Source: an optimization exercise on an open RTL-to-GDS flow (aim: small area). Production flows keep margins and buffers that such runs may drop. The RTL was checked by simulation tests, not by an equivalence proof against the original design. Power and IR drop assume default switching activity.

==> raven: inputs <==
// main
module main(
    input wire clk,
    input wire rst_n,
    output wire scl,
    input  wire sda_i,
    output wire sda_o,
    output wire sda_oe,
    output wire lcd_rs,
    output wire lcd_rw,
    output wire lcd_en,
    output wire [7:0] lcd_data
);
==> flow/config.mk <==
export PLATFORM = sky130hd
export DESIGN_NAME = main
export DESIGN_NICKNAME = main
export VERILOG_FILES = /design/flow/design.v
export SDC_FILE = /design/flow/constraint.sdc
export NUM_CORES = 4
export LEC_CHECK = 0
export ABC_AREA = 1
export CAP_MARGIN = 20
export CORE_MARGIN = 2
export CORE_UTILIZATION = 70
export PLACE_DENSITY = 0.85
export SLEW_MARGIN = 20
==> flow/constraint.sdc <==
create_clock -name core_clock -period 50.0 [get_ports {clk}]
set_input_delay 10.0000 -clock core_clock [delete_from_list [all_inputs] [get_ports {clk}]]
set_output_delay 10.0000 -clock core_clock [all_outputs]
set_load 0.01 [all_outputs]
standard.sh (not shown) runs the stock make flow with config.mk's settings and CLKGATE_MAP_FILE= SYNTH_SCRIPT=/design/flow/synth_recipe.tcl, a recipe that flattens the netlist after the stock synthesis.
==> flow/flow/run.sh <==
#!/bin/bash
# Own layout flow: the standard synthesis, then its combinational logic
# re-mapped for area by ABC (registers untouched; several random seeds of
# ABC's &deepsyn, keeping the smallest netlist), then the standard layout
# with small port buffers and a clock tree without dummy loads.
set -euo pipefail
W=$PWD
R=$W/orfs/results/${FLOW_PLATFORM}/main/base
LIB=$FLOW_HOME/platforms/${FLOW_PLATFORM}/lib/sky130_fd_sc_hd__tt_025C_1v80.lib
YOSYS=yosys
if [[ -x $FLOW_HOME/../tools/install/yosys/bin/yosys ]]; then YOSYS=$FLOW_HOME/../tools/install/yosys/bin/yosys; fi

bash standard.sh synth > $W/standard_synth.log 2>&1
cp $R/1_2_yosys.v $W/std_1_2_yosys.v

resyn() {
  local s=$1
  printf 'strash\n&get -n\n&deepsyn -T 10 -S %d\n&put\nstrash\ndch\namap\n' $s > $W/deep_$s.script
  IN=$W/std_1_2_yosys.v OUT=$W/resyn_$s.v LIB=$LIB SCRIPT=$W/deep_$s.script \
    $YOSYS -c $W/flow/resyn.tcl > $W/resyn_yosys_$s.log 2>&1 || true
}
for batch in "0 1 2 3" "4 5 6 7" "8 9 10 11" "12 13 14 15" "16 17 18 19" "20 21 22 23"; do
  for s in $batch; do resyn $s & done
  wait
done

best=""; best_area=""
for s in $(seq 0 23); do
  if [[ -s $W/resyn_$s.v && -s $W/resyn_$s.v.stat ]]; then
    a=$(awk '/Chip area for module/{print $NF}' $W/resyn_$s.v.stat)
    echo "seed $s area $a" >> $W/resyn_choice.log
    if [[ -z "$best" ]] || awk "BEGIN{exit !($a < $best_area)}"; then best=$s; best_area=$a; fi
  fi
done
echo "chosen seed ${best:-none} area ${best_area:-none}" >> $W/resyn_choice.log
if [[ -n "$best" ]]; then
  cp $W/resyn_$best.v $R/1_2_yosys.v
fi
rm -f $R/1_synth.odb $R/1_synth.sdc

# port buffers: the smallest buffer; clock tree: no dummy loads
bash standard.sh "BUFFER_PORTS_ARGS=-buffer_cell sky130_fd_sc_hd__buf_1" \
  "CTS_ARGS=-sink_clustering_enable -repair_clock_nets -dont_use_dummy_load -buf_list sky130_fd_sc_hd__clkbuf_8 -sink_buffer_max_cap_derate 1.0" \
  finish > $W/standard_layout.log 2>&1
Other scripts of this flow, unchanged in this note and not shown: flow/flow/resyn.tcl
==> inputs of lagoon, as changes to raven <==
--- a/flow/design.v
+++ b/flow/design.v
@@ -5,22 +5,22 @@
 	output				scl_out,
 	input				sda_i,
 	output				sda_o,
 	output				sda_oe,
 	output				adc_done,
 	output				adc_first,	 
 	output	[7:0]		adc_data
 );
-	localparam IDLE = 3'd0;
-	localparam MAIN = 3'd1;
-	localparam START = 3'd3;
-	localparam WRITE = 3'd2;
-	localparam READ = 3'd6;
-	localparam STOP = 3'd4;
+	localparam	IDLE	=	3'd0;
+	localparam	MAIN	=	3'd1;
+	localparam	START	=	3'd2;
+	localparam	WRITE	=	3'd3;
+	localparam	READ	=	3'd4;
+	localparam	STOP	=	3'd5;
 	reg		[5:0]		lfsr;
 	reg					ph;
 	wire				wrap = (lfsr == 6'b100000);
 	wire				tick_400k = wrap && !ph;
 	always@(posedge clk_in or negedge rst_n_in) begin
 		if(!rst_n_in) begin
 			lfsr <= 6'd0;
 			ph <= 1'b0;
@@ -219,29 +219,21 @@
     input wire rst_n,
     input wire [7:0] adc_data,
     input wire adc_data_valid,
     input wire adc_data_first,      
     output reg [7:0] vcode
 );
     reg [7:0] tcode;
     reg [2:0] fst;
-    wire [7:0] x = adc_data ^ vcode;
-    wire [8:0] xx = {1'b0, x};
-    wire lowmask = (x & (x + 8'd1)) == 8'd0;
-    wire [6:0] eqn = ~(vcode[7:1] ^ vcode[6:0]);      
-    wire uniform = &(~xx[8:2] | eqn);
-    wire topdiff = &(~(xx[7:1] & ~xx[8:2]) | ~eqn);
-    wire close = !adc_data_first || (lowmask && uniform && (topdiff || x == 8'hff));
+    wire [7:0] diff = adc_data - vcode;
+    wire close = !adc_data_first || diff == 8'd0 || diff == 8'd1 || diff == 8'hff;
     wire [7:0] c = adc_data;
-    wire [4:0] nsum = {1'b0, c[7:4]} + {1'b0, c[3:0]};
-    wire m5 = (nsum == 5'd0) || (nsum == 5'd5) || (nsum == 5'd10) || (nsum == 5'd15) ||
-              (nsum == 5'd20) || (nsum == 5'd25) || (nsum == 5'd30);
-    wire is_table = (c >= 8'd245) || (c <= 8'd3) || (c >= 8'd125 && c <= 8'd130) ||
-                    (c <= 8'd240 && m5);
+    wire [255:0] table_codes = 256'hffe10842108421084210842108421087e108421084210842108421084210842f;
+    wire is_table = table_codes[c];
     always @(posedge clk or negedge rst_n) begin
         if (!rst_n) begin
             fst <= 3'd0;
             vcode <= 8'd0;
             tcode <= 8'd0;
         end else if (!adc_data_valid) begin
             if (fst == 3'd6) fst <= 3'd5;
         end else begin
--- a/flow/flow/run.sh
+++ b/flow/flow/run.sh
@@ -14,31 +14,31 @@
 cp $R/1_2_yosys.v $W/std_1_2_yosys.v
 
 resyn() {
   local s=$1
   printf 'strash\n&get -n\n&deepsyn -T 10 -S %d\n&put\nstrash\ndch\namap\n' $s > $W/deep_$s.script
   IN=$W/std_1_2_yosys.v OUT=$W/resyn_$s.v LIB=$LIB SCRIPT=$W/deep_$s.script \
     $YOSYS -c $W/flow/resyn.tcl > $W/resyn_yosys_$s.log 2>&1 || true
 }
-for batch in "0 1 2 3" "4 5 6 7" "8 9 10 11" "12 13 14 15" "16 17 18 19" "20 21 22 23"; do
+for batch in "0 1 2 3" "4 5 6 7" "8 9 10 11" "12 13 14 15"; do
   for s in $batch; do resyn $s & done
   wait
 done
 
 best=""; best_area=""
-for s in $(seq 0 23); do
+for s in $(seq 0 15); do
   if [[ -s $W/resyn_$s.v && -s $W/resyn_$s.v.stat ]]; then
     a=$(awk '/Chip area for module/{print $NF}' $W/resyn_$s.v.stat)
     echo "seed $s area $a" >> $W/resyn_choice.log
     if [[ -z "$best" ]] || awk "BEGIN{exit !($a < $best_area)}"; then best=$s; best_area=$a; fi
   fi
 done
 echo "chosen seed ${best:-none} area ${best_area:-none}" >> $W/resyn_choice.log
 if [[ -n "$best" ]]; then
   cp $W/resyn_$best.v $R/1_2_yosys.v
 fi
 rm -f $R/1_synth.odb $R/1_synth.sdc
 
 # port buffers: the smallest buffer; clock tree: no dummy loads
 bash standard.sh "BUFFER_PORTS_ARGS=-buffer_cell sky130_fd_sc_hd__buf_1" \
-  "CTS_ARGS=-sink_clustering_enable -repair_clock_nets -dont_use_dummy_load -buf_list sky130_fd_sc_hd__clkbuf_8 -sink_buffer_max_cap_derate 1.0" \
+  "CTS_ARGS=-repair_clock_nets -dont_use_dummy_load -buf_list sky130_fd_sc_hd__clkbuf_8" \
   finish > $W/standard_layout.log 2>&1
==> inputs of delta, as changes to raven <==
==> flow/flow/run.sh (replaced) <==
#!/bin/bash
# Own layout flow: the standard synthesis, then its combinational logic
# re-mapped for area by ABC (registers untouched; several random seeds of
# ABC's &deepsyn, keeping the smallest netlist), then the standard layout
# with small port buffers and a clock tree without dummy loads.
set -euo pipefail
W=$PWD
R=$W/orfs/results/${FLOW_PLATFORM}/main/base
LIB=$FLOW_HOME/platforms/${FLOW_PLATFORM}/lib/sky130_fd_sc_hd__tt_025C_1v80.lib
YOSYS=yosys
if [[ -x $FLOW_HOME/../tools/install/yosys/bin/yosys ]]; then YOSYS=$FLOW_HOME/../tools/install/yosys/bin/yosys; fi

bash standard.sh synth > $W/standard_synth.log 2>&1
cp $R/1_2_yosys.v $W/std_1_2_yosys.v

resyn() {
  local s=$1
  printf 'strash\n&get -n\n&deepsyn -T 6 -S %d\n&put\nstrash\ndch\namap\n' $s > $W/deep_$s.script
  IN=$W/std_1_2_yosys.v OUT=$W/resyn_$s.v LIB=$LIB SCRIPT=$W/deep_$s.script \
    $YOSYS -c $W/flow/resyn.tcl > $W/resyn_yosys_$s.log 2>&1 || true
}
for b in $(seq 0 9); do
  for s in $(seq $((b*4)) $((b*4+3))); do resyn $s & done
  wait
done

best=""; best_area=""
for s in $(seq 0 39); do
  if [[ -s $W/resyn_$s.v && -s $W/resyn_$s.v.stat ]]; then
    a=$(awk '/Chip area for module/{print $NF}' $W/resyn_$s.v.stat)
    echo "seed $s area $a" >> $W/resyn_choice.log
    if [[ -z "$best" ]] || awk "BEGIN{exit !($a < $best_area)}"; then best=$s; best_area=$a; fi
  fi
done
echo "chosen seed ${best:-none} area ${best_area:-none}" >> $W/resyn_choice.log
if [[ -n "$best" ]]; then
  cp $W/resyn_$best.v $R/1_2_yosys.v
fi
rm -f $R/1_synth.odb $R/1_synth.sdc

# port buffers: the smallest buffer; clock tree: no dummy loads
bash standard.sh "BUFFER_PORTS_ARGS=-buffer_cell sky130_fd_sc_hd__buf_1" \
  "CTS_ARGS=-sink_clustering_enable -repair_clock_nets -dont_use_dummy_load -buf_list sky130_fd_sc_hd__clkbuf_8" \
  finish > $W/standard_layout.log 2>&1
==> impl_metrics.yaml <==
layout:
  final_core_util: 0.762
route:
  drt_pass1_iterations: 7
  vias_per_cell: 6.50
  detail_route.wl_per_cell_um: 16.3
  wl_met3_um: 1040
global_route:
  grt_pass1_wl_um: 21700
  met1_usage: 0.448
floorplanning:
  die_area_um2: 8090
worst_setup_path:
  slowest_delay_ns: 0.50
yosys:
  synth.avg_cell_area_um2: 8.03
outcome:
  status: "complete, no violations"
(the above is from raven)
==> impl_metrics.yaml <==
route:
  detail_route.wl_per_cell_um: 16.5
global_route:
  met1_usage: 0.431
  grt_pass1_wl_um: 21900
floorplanning:
  die_area_um2: 8260
layout:
  final_core_util: 0.768
outcome:
  status: "complete, no violations"
yosys:
  synth.avg_cell_area_um2: 7.99
worst_setup_path:
  slowest_delay_ns: 0.44
(the above is from lagoon)
==> impl_metrics.yaml <==
route:
  wl_met3_um: 947
  vias_per_cell: 6.48
  detail_route.wl_per_cell_um: 16.0
yosys:
  synth.avg_cell_area_um2: 8.22
layout:
  final_core_util: 0.761
worst_setup_path:
  slowest_delay_ns: 0.45
floorplanning:
  die_area_um2: 8040
global_route:
  grt_pass1_wl_um: 19600
  met1_usage: 0.437
outcome:
  status: "complete, no violations"
(the above is from delta)

* * *

==> build 89 <==
Starting RTL as in the previous note.
Settings: LEC_CHECK=0, ABC_AREA=1, CAP_MARGIN=20, CORE_MARGIN=2, CORE_UTILIZATION=70, PLACE_DENSITY=0.85, SLEW_MARGIN=20; clock period 50.0 ns.
==> flow/flow/run.sh <==
#!/bin/bash
# Own layout flow: the standard synthesis, then its combinational logic
# re-mapped for area by ABC (registers untouched; several random seeds of
# ABC's &deepsyn, keeping the smallest netlist), then the standard layout
# with small port buffers and a clock tree without dummy loads.
set -euo pipefail
W=$PWD
R=$W/orfs/results/${FLOW_PLATFORM}/main/base
LIB=$FLOW_HOME/platforms/${FLOW_PLATFORM}/lib/sky130_fd_sc_hd__tt_025C_1v80.lib
YOSYS=yosys
if [[ -x $FLOW_HOME/../tools/install/yosys/bin/yosys ]]; then YOSYS=$FLOW_HOME/../tools/install/yosys/bin/yosys; fi

bash standard.sh synth > $W/standard_synth.log 2>&1
cp $R/1_2_yosys.v $W/std_1_2_yosys.v

resyn() {
  local s=$1
  printf 'strash\n&get -n\n&deepsyn -T 10 -S %d\n&put\nstrash\ndch\namap\n' $s > $W/deep_$s.script
  IN=$W/std_1_2_yosys.v OUT=$W/resyn_$s.v LIB=$LIB SCRIPT=$W/deep_$s.script \
    $YOSYS -c $W/flow/resyn.tcl > $W/resyn_yosys_$s.log 2>&1 || true
}
for batch in "0 1 2 3" "4 5 6 7" "8 9 10 11" "12 13 14 15" "16 17 18 19" "20 21 22 23"; do
  for s in $batch; do resyn $s & done
  wait
done

best=""; best_area=""
for s in $(seq 0 23); do
  if [[ -s $W/resyn_$s.v && -s $W/resyn_$s.v.stat ]]; then
    a=$(awk '/Chip area for module/{print $NF}' $W/resyn_$s.v.stat)
    echo "seed $s area $a" >> $W/resyn_choice.log
    if [[ -z "$best" ]] || awk "BEGIN{exit !($a < $best_area)}"; then best=$s; best_area=$a; fi
  fi
done
echo "chosen seed ${best:-none} area ${best_area:-none}" >> $W/resyn_choice.log
if [[ -n "$best" ]]; then
  cp $W/resyn_$best.v $R/1_2_yosys.v
fi
rm -f $R/1_synth.odb $R/1_synth.sdc

# port buffers: the smallest buffer; clock tree: no dummy loads
bash standard.sh "BUFFER_PORTS_ARGS=-buffer_cell sky130_fd_sc_hd__buf_1" \
  "CTS_ARGS=-sink_clustering_enable -repair_clock_nets -dont_use_dummy_load -buf_list sky130_fd_sc_hd__clkbuf_8" \
  finish > $W/standard_layout.log 2>&1
==> flow/flow/resyn.tcl <==
# Re-maps the combinational logic of the standard synthesis netlist with a
# stronger ABC script; flip-flops (blackboxed here) keep their cells and names.
# env: IN OUT LIB SCRIPT
yosys -import
set lib $::env(LIB)
read_liberty -ignore_miss_func $lib
foreach m [list sky130_fd_sc_hd__dfrtp_1 sky130_fd_sc_hd__dfrtp_2 sky130_fd_sc_hd__dfrtp_4 sky130_fd_sc_hd__dfstp_1 sky130_fd_sc_hd__dfstp_2 sky130_fd_sc_hd__dfstp_4 sky130_fd_sc_hd__dfxtp_1 sky130_fd_sc_hd__dfxtp_2 sky130_fd_sc_hd__dfxtp_4 sky130_fd_sc_hd__edfxtp_1 sky130_fd_sc_hd__dfrbp_1 sky130_fd_sc_hd__dfrbp_2 sky130_fd_sc_hd__dfsbp_1 sky130_fd_sc_hd__dfsbp_2 sky130_fd_sc_hd__dfxbp_1 sky130_fd_sc_hd__dfxbp_2 sky130_fd_sc_hd__edfxbp_1 sky130_fd_sc_hd__dfbbp_1 sky130_fd_sc_hd__dfbbn_1 sky130_fd_sc_hd__dfbbn_2 sky130_fd_sc_hd__dfrtn_1 sky130_fd_sc_hd__conb_1] {
  blackbox $m
}
read_verilog $::env(IN)
hierarchy -top main
flatten
opt -purge
abc -script $::env(SCRIPT) -liberty $lib -dont_use *lpflow* -dont_use *probe* -dont_use *_fa_* -dont_use *_ha_* -dont_use *_fah_* -dont_use *_bleeder*
opt_clean -purge
hilomap -singleton -hicell sky130_fd_sc_hd__conb_1 HI -locell sky130_fd_sc_hd__conb_1 LO
insbuf -buf sky130_fd_sc_hd__buf_4 A X
opt_clean -purge
tee -o $::env(OUT).stat stat -liberty $lib
write_verilog -noattr -nohex -nodec $::env(OUT)
==> inputs of trial 19, as changes to build 89 <==
--- a/flow/design.v
+++ b/flow/design.v
@@ -2,25 +2,24 @@
 (
 	input				clk_in,
 	input				rst_n_in,
 	output				scl_out,
 	input				sda_i,
 	output				sda_o,
 	output				sda_oe,
 	output				adc_done,
-	output				adc_first,	 
 	output	[7:0]		adc_data
 );
-	localparam IDLE = 3'd0;
-	localparam MAIN = 3'd1;
-	localparam START = 3'd3;
-	localparam WRITE = 3'd2;
-	localparam READ = 3'd6;
-	localparam STOP = 3'd4;
+	localparam	IDLE	=	3'd0;
+	localparam	MAIN	=	3'd1;
+	localparam	START	=	3'd2;
+	localparam	WRITE	=	3'd3;
+	localparam	READ	=	3'd4;
+	localparam	STOP	=	3'd5;
 	reg		[5:0]		lfsr;
 	reg					ph;
 	wire				wrap = (lfsr == 6'b100000);
 	wire				tick_400k = wrap && !ph;
 	always@(posedge clk_in or negedge rst_n_in) begin
 		if(!rst_n_in) begin
 			lfsr <= 6'd0;
 			ph <= 1'b0;
@@ -35,18 +34,17 @@
 	reg		[3:0]		cnt_bit;
 	reg		[1:0]		cnt_byte;
 	reg		[2:0] 		state;
 	reg     [3:0]       stable_count;
 	reg					scl,sda_dir;
 	reg     [1:0]       sda_sample;
 	assign adc_data = rx_data;
 	assign adc_done = (state == STOP || state == IDLE) && cnt_bit[3];
-	assign adc_first = (state == STOP) && (cnt_clk == 4'd0) && ph && (lfsr == 6'd0);
-	assign scl_out = scl;
+	assign scl_out = (state == STOP && cnt_clk >= 4'd2) ? 1'b1 : scl;
 	assign sda_o = sda_out_r;
 	assign sda_oe = sda_dir;
 	wire sda_out = sda_dir ? sda_out_r : sda_i;
 	always @(posedge clk_in or negedge rst_n_in) begin
 		if(!rst_n_in)
 			sda_sample <= 2'b00;
 		else if(tick_400k)
 			sda_sample <= {sda_sample[0], sda_out};
@@ -196,17 +194,18 @@
 					endcase
 				end
 				STOP: begin
 					case(cnt_clk)
 						4'd0: begin
 							sda_dir <= 1'b1;
 							sda_out_r <= 1'b0;
 						end
-						4'd1: scl <= 1'b1;
+						4'd1: scl <= 1'b0;
+						4'd3: scl <= 1'b1;
 						4'd5: sda_out_r <= 1'b1;
 						default: ;
 					endcase
 					cnt_clk <= cnt_clk + 1'b1;
 					if(cnt_clk == 4'd15)
 						state <= IDLE;
 				end
 				default: state <= IDLE;
@@ -214,42 +213,50 @@
 		end
 	end
 endmodule
 module voltage_convert(
     input wire clk,
     input wire rst_n,
     input wire [7:0] adc_data,
     input wire adc_data_valid,
-    input wire adc_data_first,      
     output reg [7:0] vcode
 );
     reg [7:0] tcode;
     reg [2:0] fst;
-    wire [7:0] x = adc_data ^ vcode;
-    wire [8:0] xx = {1'b0, x};
-    wire lowmask = (x & (x + 8'd1)) == 8'd0;
-    wire [6:0] eqn = ~(vcode[7:1] ^ vcode[6:0]);      
-    wire uniform = &(~xx[8:2] | eqn);
-    wire topdiff = &(~(xx[7:1] & ~xx[8:2]) | ~eqn);
-    wire close = !adc_data_first || (lowmask && uniform && (topdiff || x == 8'hff));
+    reg       first;
+    wire [7:0] diff = adc_data - vcode;
+    wire close = !first || diff == 8'd0 || diff == 8'd1 || diff == 8'hff;
     wire [7:0] c = adc_data;
-    wire [4:0] nsum = {1'b0, c[7:4]} + {1'b0, c[3:0]};
-    wire m5 = (nsum == 5'd0) || (nsum == 5'd5) || (nsum == 5'd10) || (nsum == 5'd15) ||
-              (nsum == 5'd20) || (nsum == 5'd25) || (nsum == 5'd30);
-    wire is_table = (c >= 8'd245) || (c <= 8'd3) || (c >= 8'd125 && c <= 8'd130) ||
-                    (c <= 8'd240 && m5);
+    reg is_table;
+    always @(*)
+        case (c)
+            8'd0, 8'd1, 8'd2, 8'd3, 8'd5, 8'd10, 8'd15, 8'd20,
+            8'd25, 8'd30, 8'd35, 8'd40, 8'd45, 8'd50, 8'd55, 8'd60,
+            8'd65, 8'd70, 8'd75, 8'd80, 8'd85, 8'd90, 8'd95, 8'd100,
+            8'd105, 8'd110, 8'd115, 8'd120, 8'd125, 8'd126, 8'd127, 8'd128,
+            8'd129, 8'd130, 8'd135, 8'd140, 8'd145, 8'd150, 8'd155, 8'd160,
+            8'd165, 8'd170, 8'd175, 8'd180, 8'd185, 8'd190, 8'd195, 8'd200,
+            8'd205, 8'd210, 8'd215, 8'd220, 8'd225, 8'd230, 8'd235, 8'd240,
+            8'd245, 8'd246, 8'd247, 8'd248, 8'd249, 8'd250, 8'd251, 8'd252,
+            8'd253, 8'd254, 8'd255:
+                is_table = 1'b1;
+            default: is_table = 1'b0;
+        endcase
     always @(posedge clk or negedge rst_n) begin
         if (!rst_n) begin
             fst <= 3'd0;
+            first <= 1'b1;
             vcode <= 8'd0;
             tcode <= 8'd0;
         end else if (!adc_data_valid) begin
+            first <= 1'b1;
             if (fst == 3'd6) fst <= 3'd5;
         end else begin
+            first <= 1'b0;
             if (close)
                 fst <= (fst < 3'd4) ? fst + 3'd1 : 3'd6;
             else
                 fst <= 3'd0;
             if (fst == 3'd6) begin
                 if (is_table)
                     vcode <= adc_data;
                 else begin
@@ -404,35 +411,32 @@
     output wire sda_oe,
     output wire lcd_rs,
     output wire lcd_rw,
     output wire lcd_en,
     output wire [7:0] lcd_data
 );
     wire [7:0] adc_data;
     wire       adc_data_valid;
-    wire       adc_data_first;
     wire [7:0] vcode;
     ADC_I2C u_adc_i2c(
         .clk_in(clk),
         .rst_n_in(rst_n),
         .scl_out(scl),
         .sda_i(sda_i),
         .sda_o(sda_o),
         .sda_oe(sda_oe),
         .adc_done(adc_data_valid),
-        .adc_first(adc_data_first),
         .adc_data(adc_data)
     );
     voltage_convert u_voltage_convert(
         .clk(clk),
         .rst_n(rst_n),
         .adc_data(adc_data),
         .adc_data_valid(adc_data_valid),
-        .adc_data_first(adc_data_first),
         .vcode(vcode)
     );
     lcd_1602 u_lcd1602_display(
         .clk(clk),
         .rst_n(rst_n),
         .vcode(vcode),
         .lcd_rs(lcd_rs),
         .lcd_rw(lcd_rw),
==> flow/flow/run.sh (replaced) <==
#!/bin/bash
# Own layout flow: the standard synthesis, then its combinational logic
# re-mapped for area by ABC (registers untouched), then the standard layout.
set -euo pipefail
W=$PWD
R=$W/orfs/results/${FLOW_PLATFORM}/main/base
LIB=$FLOW_HOME/platforms/${FLOW_PLATFORM}/lib/sky130_fd_sc_hd__tt_025C_1v80.lib
YOSYS=yosys
if [[ -x $FLOW_HOME/../tools/install/yosys/bin/yosys ]]; then YOSYS=$FLOW_HOME/../tools/install/yosys/bin/yosys; fi

bash standard.sh synth > $W/standard_synth.log 2>&1
cp $R/1_2_yosys.v $W/std_1_2_yosys.v

if IN=$W/std_1_2_yosys.v OUT=$W/resyn.v LIB=$LIB SCRIPT=$W/flow/deep.script \
  $YOSYS -c $W/flow/resyn.tcl > $W/resyn_yosys.log 2>&1 && [[ -s $W/resyn.v ]]; then
  cp $W/resyn.v $R/1_2_yosys.v
fi
rm -f $R/1_synth.odb $R/1_synth.sdc
# port buffers: the smallest buffer; clock tree: small buffers, no dummy loads
bash standard.sh "BUFFER_PORTS_ARGS=-buffer_cell sky130_fd_sc_hd__buf_1" \
  "CTS_ARGS=-sink_clustering_enable -repair_clock_nets -dont_use_dummy_load -buf_list sky130_fd_sc_hd__clkbuf_8 -sink_clustering_size 50 -sink_clustering_max_diameter 200" \
  finish > $W/standard_layout.log 2>&1
==> flow/flow/deep.script (new file) <==
strash
&get -n
&deepsyn -T 60
&put
strash
dch
amap
==> inputs of build 36, as changes to build 89 <==
--- a/flow/flow/run.sh
+++ b/flow/flow/run.sh
@@ -35,10 +35,10 @@
 echo "chosen seed ${best:-none} area ${best_area:-none}" >> $W/resyn_choice.log
 if [[ -n "$best" ]]; then
   cp $W/resyn_$best.v $R/1_2_yosys.v
 fi
 rm -f $R/1_synth.odb $R/1_synth.sdc
 
 # port buffers: the smallest buffer; clock tree: no dummy loads
 bash standard.sh "BUFFER_PORTS_ARGS=-buffer_cell sky130_fd_sc_hd__buf_1" \
-  "CTS_ARGS=-sink_clustering_enable -repair_clock_nets -dont_use_dummy_load -buf_list sky130_fd_sc_hd__clkbuf_8" \
+  "CTS_ARGS=-sink_clustering_enable -repair_clock_nets -dont_use_dummy_load -buf_list sky130_fd_sc_hd__clkbuf_16 -sink_clustering_levels 1 -sink_clustering_size 40 -sink_clustering_max_diameter 400" \
   finish > $W/standard_layout.log 2>&1
==> inputs of build 44, as changes to build 89 <==
--- a/flow/design.v
+++ b/flow/design.v
@@ -1,26 +1,25 @@
 module ADC_I2C
 (
 	input				clk_in,
 	input				rst_n_in,
 	output				scl_out,
 	input				sda_i,
 	output				sda_o,
 	output				sda_oe,
-	output				adc_done,
-	output				adc_first,	 
+	output	reg			adc_done,
 	output	[7:0]		adc_data
 );
-	localparam IDLE = 3'd0;
-	localparam MAIN = 3'd1;
-	localparam START = 3'd3;
-	localparam WRITE = 3'd2;
-	localparam READ = 3'd6;
-	localparam STOP = 3'd4;
+	localparam	IDLE	=	3'd0;
+	localparam	MAIN	=	3'd1;
+	localparam	START	=	3'd2;
+	localparam	WRITE	=	3'd3;
+	localparam	READ	=	3'd4;
+	localparam	STOP	=	3'd5;
 	reg		[5:0]		lfsr;
 	reg					ph;
 	wire				wrap = (lfsr == 6'b100000);
 	wire				tick_400k = wrap && !ph;
 	always@(posedge clk_in or negedge rst_n_in) begin
 		if(!rst_n_in) begin
 			lfsr <= 6'd0;
 			ph <= 1'b0;
@@ -34,49 +33,49 @@
 	reg		[3:0]		cnt_clk;
 	reg		[3:0]		cnt_bit;
 	reg		[1:0]		cnt_byte;
 	reg		[2:0] 		state;
 	reg     [3:0]       stable_count;
 	reg					scl,sda_dir;
 	reg     [1:0]       sda_sample;
 	assign adc_data = rx_data;
-	assign adc_done = (state == STOP || state == IDLE) && cnt_bit[3];
-	assign adc_first = (state == STOP) && (cnt_clk == 4'd0) && ph && (lfsr == 6'd0);
-	assign scl_out = scl;
+	assign scl_out = (state == STOP && cnt_clk >= 4'd2) ? 1'b1 : scl;
 	assign sda_o = sda_out_r;
 	assign sda_oe = sda_dir;
 	wire sda_out = sda_dir ? sda_out_r : sda_i;
 	always @(posedge clk_in or negedge rst_n_in) begin
 		if(!rst_n_in)
 			sda_sample <= 2'b00;
 		else if(tick_400k)
 			sda_sample <= {sda_sample[0], sda_out};
 	end
 	wire sda_stable = (sda_sample[1] == sda_sample[0]);
 	wire tx_bit = (cnt_byte != 2'd2) &&
 	              (cnt_bit == 4'd0 || cnt_bit == 4'd3 || (cnt_bit == 4'd7 && cnt_byte == 2'd3));
 	always @(posedge clk_in) begin
 		if(tick_400k && state == READ && cnt_clk == 4'd4 && cnt_bit[3] == 1'b0 &&
 		   (sda_stable || stable_count >= 4'd10))
-			rx_data <= {rx_data[6:0], sda_sample[0]};	 
+			rx_data[~cnt_bit[2:0]] <= sda_sample[0];
 	end
 	always@(posedge clk_in or negedge rst_n_in) begin
 		if(!rst_n_in) begin
 			state <= IDLE;
 			cnt_bit <= 4'd0;
 			cnt_byte <= 2'd0;
 			cnt_clk <= 4'd0;
+			adc_done <= 1'b0;
 			scl <= 1'b1;
 			sda_dir <= 1'b1;
 			sda_out_r <= 1'b1;
 			stable_count <= 4'd0;
 		end else if(tick_400k) begin
 			case(state)
 				IDLE: begin
+					adc_done <= 1'b0;
 					cnt_clk <= 4'd0;
 					cnt_bit <= 4'd0;
 					cnt_byte <= 2'd0;
 					sda_dir <= 1'b1;
 					sda_out_r <= 1'b1;
 					scl <= 1'b1;
 					state <= MAIN;
 				end
@@ -183,30 +182,32 @@
 								sda_out_r <= 1'b1;
 								cnt_clk <= cnt_clk + 1'b1;
 							end
 						end
 						4'd5: begin
 							scl <= 1'b0;
 							cnt_clk <= 4'd0;
 							if(cnt_bit == 4'd8) begin
+								adc_done <= 1'b1;
 								state <= STOP;
 							end else
 								cnt_bit <= cnt_bit + 1'b1;
 						end
 						default: cnt_clk <= cnt_clk + 1'b1;
 					endcase
 				end
 				STOP: begin
 					case(cnt_clk)
 						4'd0: begin
 							sda_dir <= 1'b1;
 							sda_out_r <= 1'b0;
 						end
-						4'd1: scl <= 1'b1;
+						4'd1: scl <= 1'b0;
+						4'd3: scl <= 1'b1;
 						4'd5: sda_out_r <= 1'b1;
 						default: ;
 					endcase
 					cnt_clk <= cnt_clk + 1'b1;
 					if(cnt_clk == 4'd15)
 						state <= IDLE;
 				end
 				default: state <= IDLE;
@@ -214,42 +215,50 @@
 		end
 	end
 endmodule
 module voltage_convert(
     input wire clk,
     input wire rst_n,
     input wire [7:0] adc_data,
     input wire adc_data_valid,
-    input wire adc_data_first,      
     output reg [7:0] vcode
 );
     reg [7:0] tcode;
     reg [2:0] fst;
-    wire [7:0] x = adc_data ^ vcode;
-    wire [8:0] xx = {1'b0, x};
-    wire lowmask = (x & (x + 8'd1)) == 8'd0;
-    wire [6:0] eqn = ~(vcode[7:1] ^ vcode[6:0]);      
-    wire uniform = &(~xx[8:2] | eqn);
-    wire topdiff = &(~(xx[7:1] & ~xx[8:2]) | ~eqn);
-    wire close = !adc_data_first || (lowmask && uniform && (topdiff || x == 8'hff));
+    reg       first;
+    wire [7:0] diff = adc_data - vcode;
+    wire close = !first || diff == 8'd0 || diff == 8'd1 || diff == 8'hff;
     wire [7:0] c = adc_data;
-    wire [4:0] nsum = {1'b0, c[7:4]} + {1'b0, c[3:0]};
-    wire m5 = (nsum == 5'd0) || (nsum == 5'd5) || (nsum == 5'd10) || (nsum == 5'd15) ||
-              (nsum == 5'd20) || (nsum == 5'd25) || (nsum == 5'd30);
-    wire is_table = (c >= 8'd245) || (c <= 8'd3) || (c >= 8'd125 && c <= 8'd130) ||
-                    (c <= 8'd240 && m5);
+    reg is_table;
+    always @(*)
+        case (c)
+            8'd0, 8'd1, 8'd2, 8'd3, 8'd5, 8'd10, 8'd15, 8'd20,
+            8'd25, 8'd30, 8'd35, 8'd40, 8'd45, 8'd50, 8'd55, 8'd60,
+            8'd65, 8'd70, 8'd75, 8'd80, 8'd85, 8'd90, 8'd95, 8'd100,
+            8'd105, 8'd110, 8'd115, 8'd120, 8'd125, 8'd126, 8'd127, 8'd128,
+            8'd129, 8'd130, 8'd135, 8'd140, 8'd145, 8'd150, 8'd155, 8'd160,
+            8'd165, 8'd170, 8'd175, 8'd180, 8'd185, 8'd190, 8'd195, 8'd200,
+            8'd205, 8'd210, 8'd215, 8'd220, 8'd225, 8'd230, 8'd235, 8'd240,
+            8'd245, 8'd246, 8'd247, 8'd248, 8'd249, 8'd250, 8'd251, 8'd252,
+            8'd253, 8'd254, 8'd255:
+                is_table = 1'b1;
+            default: is_table = 1'b0;
+        endcase
     always @(posedge clk or negedge rst_n) begin
         if (!rst_n) begin
             fst <= 3'd0;
+            first <= 1'b1;
             vcode <= 8'd0;
             tcode <= 8'd0;
         end else if (!adc_data_valid) begin
+            first <= 1'b1;
             if (fst == 3'd6) fst <= 3'd5;
         end else begin
+            first <= 1'b0;
             if (close)
                 fst <= (fst < 3'd4) ? fst + 3'd1 : 3'd6;
             else
                 fst <= 3'd0;
             if (fst == 3'd6) begin
                 if (is_table)
                     vcode <= adc_data;
                 else begin
@@ -404,35 +413,32 @@
     output wire sda_oe,
     output wire lcd_rs,
     output wire lcd_rw,
     output wire lcd_en,
     output wire [7:0] lcd_data
 );
     wire [7:0] adc_data;
     wire       adc_data_valid;
-    wire       adc_data_first;
     wire [7:0] vcode;
     ADC_I2C u_adc_i2c(
         .clk_in(clk),
         .rst_n_in(rst_n),
         .scl_out(scl),
         .sda_i(sda_i),
         .sda_o(sda_o),
         .sda_oe(sda_oe),
         .adc_done(adc_data_valid),
-        .adc_first(adc_data_first),
         .adc_data(adc_data)
     );
     voltage_convert u_voltage_convert(
         .clk(clk),
         .rst_n(rst_n),
         .adc_data(adc_data),
         .adc_data_valid(adc_data_valid),
-        .adc_data_first(adc_data_first),
         .vcode(vcode)
     );
     lcd_1602 u_lcd1602_display(
         .clk(clk),
         .rst_n(rst_n),
         .vcode(vcode),
         .lcd_rs(lcd_rs),
         .lcd_rw(lcd_rw),
==> flow/flow/run.sh (replaced) <==
#!/bin/bash
# Own layout flow: the standard synthesis, then its combinational logic
# re-mapped for area by ABC (registers untouched), then the standard layout.
set -euo pipefail
W=$PWD
R=$W/orfs/results/${FLOW_PLATFORM}/main/base
LIB=$FLOW_HOME/platforms/${FLOW_PLATFORM}/lib/sky130_fd_sc_hd__tt_025C_1v80.lib
YOSYS=yosys
if [[ -x $FLOW_HOME/../tools/install/yosys/bin/yosys ]]; then YOSYS=$FLOW_HOME/../tools/install/yosys/bin/yosys; fi

bash standard.sh synth > $W/standard_synth.log 2>&1
cp $R/1_2_yosys.v $W/std_1_2_yosys.v

IN=$W/std_1_2_yosys.v OUT=$W/resyn.v LIB=$LIB SCRIPT=$W/flow/deep.script \
  $YOSYS -c $W/flow/resyn.tcl > $W/resyn_yosys.log 2>&1

cp $W/resyn.v $R/1_2_yosys.v
rm -f $R/1_synth.odb $R/1_synth.sdc
bash standard.sh > $W/standard_layout.log 2>&1
==> flow/flow/deep.script (new file) <==
strash
&get -n
&deepsyn -T 60
&put
strash
dch
map -a
==> flow/config.mk (replaced) <==
export PLATFORM = sky130hd
export DESIGN_NAME = main
export DESIGN_NICKNAME = main
export VERILOG_FILES = /design/flow/design.v
export SDC_FILE = /design/flow/constraint.sdc
export NUM_CORES = 4
export LEC_CHECK = 0
export ABC_AREA = 1
export CAP_MARGIN = 20
export CORE_MARGIN = 2
export CORE_UTILIZATION = 40
export PLACE_DENSITY = 0.6
export SLEW_MARGIN = 20
==> summary.txt <==
Register-to-register slack: build 44 is higher than build 89 (0.32 ns).
Against build 89, the sequential power of build 44 is larger by 3.0%.
Against build 44, the maximum frequency of build 89 is higher by 5.4%.
The highest total power belongs to build 44, the lowest to build 89.
The lowest worst setup slack belongs to trial 19, the highest to build 89.
In build 44 the design area is larger than in build 36, by about 14%.
Against build 36, the wire length of build 44 is higher by about 10%.
Between build 89 and trial 19, the lower sequential share of layout area is in trial 19 (gap 2.3 points).
==> figures <==
item                                                                        build 44                          build 89                          trial 19                           build 36
Status                                              no timing/DRC/antenna violations  no timing/DRC/antenna violations  no timing/DRC/antenna violations   no timing/DRC/antenna violations
Worst Hold Launch                                   u_lcd1602_display.j[0]$_DFF_PN1_  u_lcd1602_display.j[4]$_DFF_PN0_  u_lcd1602_display.j[7]$_DFF_PN1_  u_lcd1602_display.j[11]$_DFF_PN1_
Smallest setup slack after layout                                           36.53 ns                          37.22 ns                          35.91 ns                           37.03 ns
Number of vias per cell after detailed routing                                  5.37                              6.45                              6.41                               6.62
Setup WS pre-CTS                                                            36.95 ns                          37.63 ns                          36.35 ns                           37.48 ns
Switching power                                                            0.0322 mW                         0.0246 mW                         0.0255 mW                          0.0264 mW
Tap cells                                                                        180                                99                               102                                 99
Power share of the clock group                                                 46.5%                             32.6%                             32.7%                              41.0%
Setup Skew                                                                0.00632 ns                         0.0308 ns                         0.0295 ns                          0.0176 ns
Final Core Density                                                             46.1%                             75.8%                             76.3%                              77.6%
First-pass GRT wire length                                                  24300 um                          19600 um                          21600 um                           21900 um
Post-Synthesis Mean Instance Area                                           7.44 um2                          8.26 um2                          7.94 um2                           8.03 um2
Number of combinational gates with multiple inputs                               542                               442                               483                                458
Die Footprint                                                              15100 um2                          8020 um2                          8580 um2                           8090 um2
Site row count                                                                    43                                31                                32                                 31
Switching part of the total                                                    20.4%                             20.2%                             20.5%                              19.0%
Inverters                                                                        118                                80                               109                                 88
Multi-input gate share of the layout cell area                                 41.6%                             42.8%                             43.8%                              41.9%

==> separate check: timing with driven ports <==
How much do the figures lean on ideal ports? The routed layouts below were timed once more, with nothing changed but the port constraints.
Step 1 assumes that a clkbuf_16 drives the clock port and a buf_2 every other input.
Step 2 moves the port delays by t, midway between the first and last clock arrival at a register: inputs arrive t later, outputs are due t later. That takes back most of the time a late clock gives input paths.
Three values: ideal, step 1, step 2; two values: the first two.
run	shift t [ns]	slack for setup (ns)	worst hold slack (ns)	latest minus earliest clock arrival (ns)	pins driven straight from the clock port
raven	0.369	37.009 / 36.978 / 37.347	0.340 / 0.340 / 0.340	0.030 / 0.030	1
lagoon	0.381	37.710 / 37.676 / 38.057	0.358 / 0.358 / 0.358	0.020 / 0.019	1
delta	0.373	37.201 / 37.168 / 37.541	0.361 / 0.361 / 0.361	0.027 / 0.027	1
build 89	0.376	37.216 / 37.184 / 37.560	0.369 / 0.369 / 0.369	0.030 / 0.031	1
trial 19	0.390	35.906 / 35.874 / 36.264	0.352 / 0.352 / 0.352	0.029 / 0.030	1
build 36	0.362	37.028 / 36.990 / 37.352	0.349 / 0.349 / 0.349	0.022 / 0.022	1
build 44	0.377	36.533 / 36.494 / 36.871	0.372 / 0.372 / 0.372	0.007 / 0.007	1
After both steps every run listed still meets setup and hold.
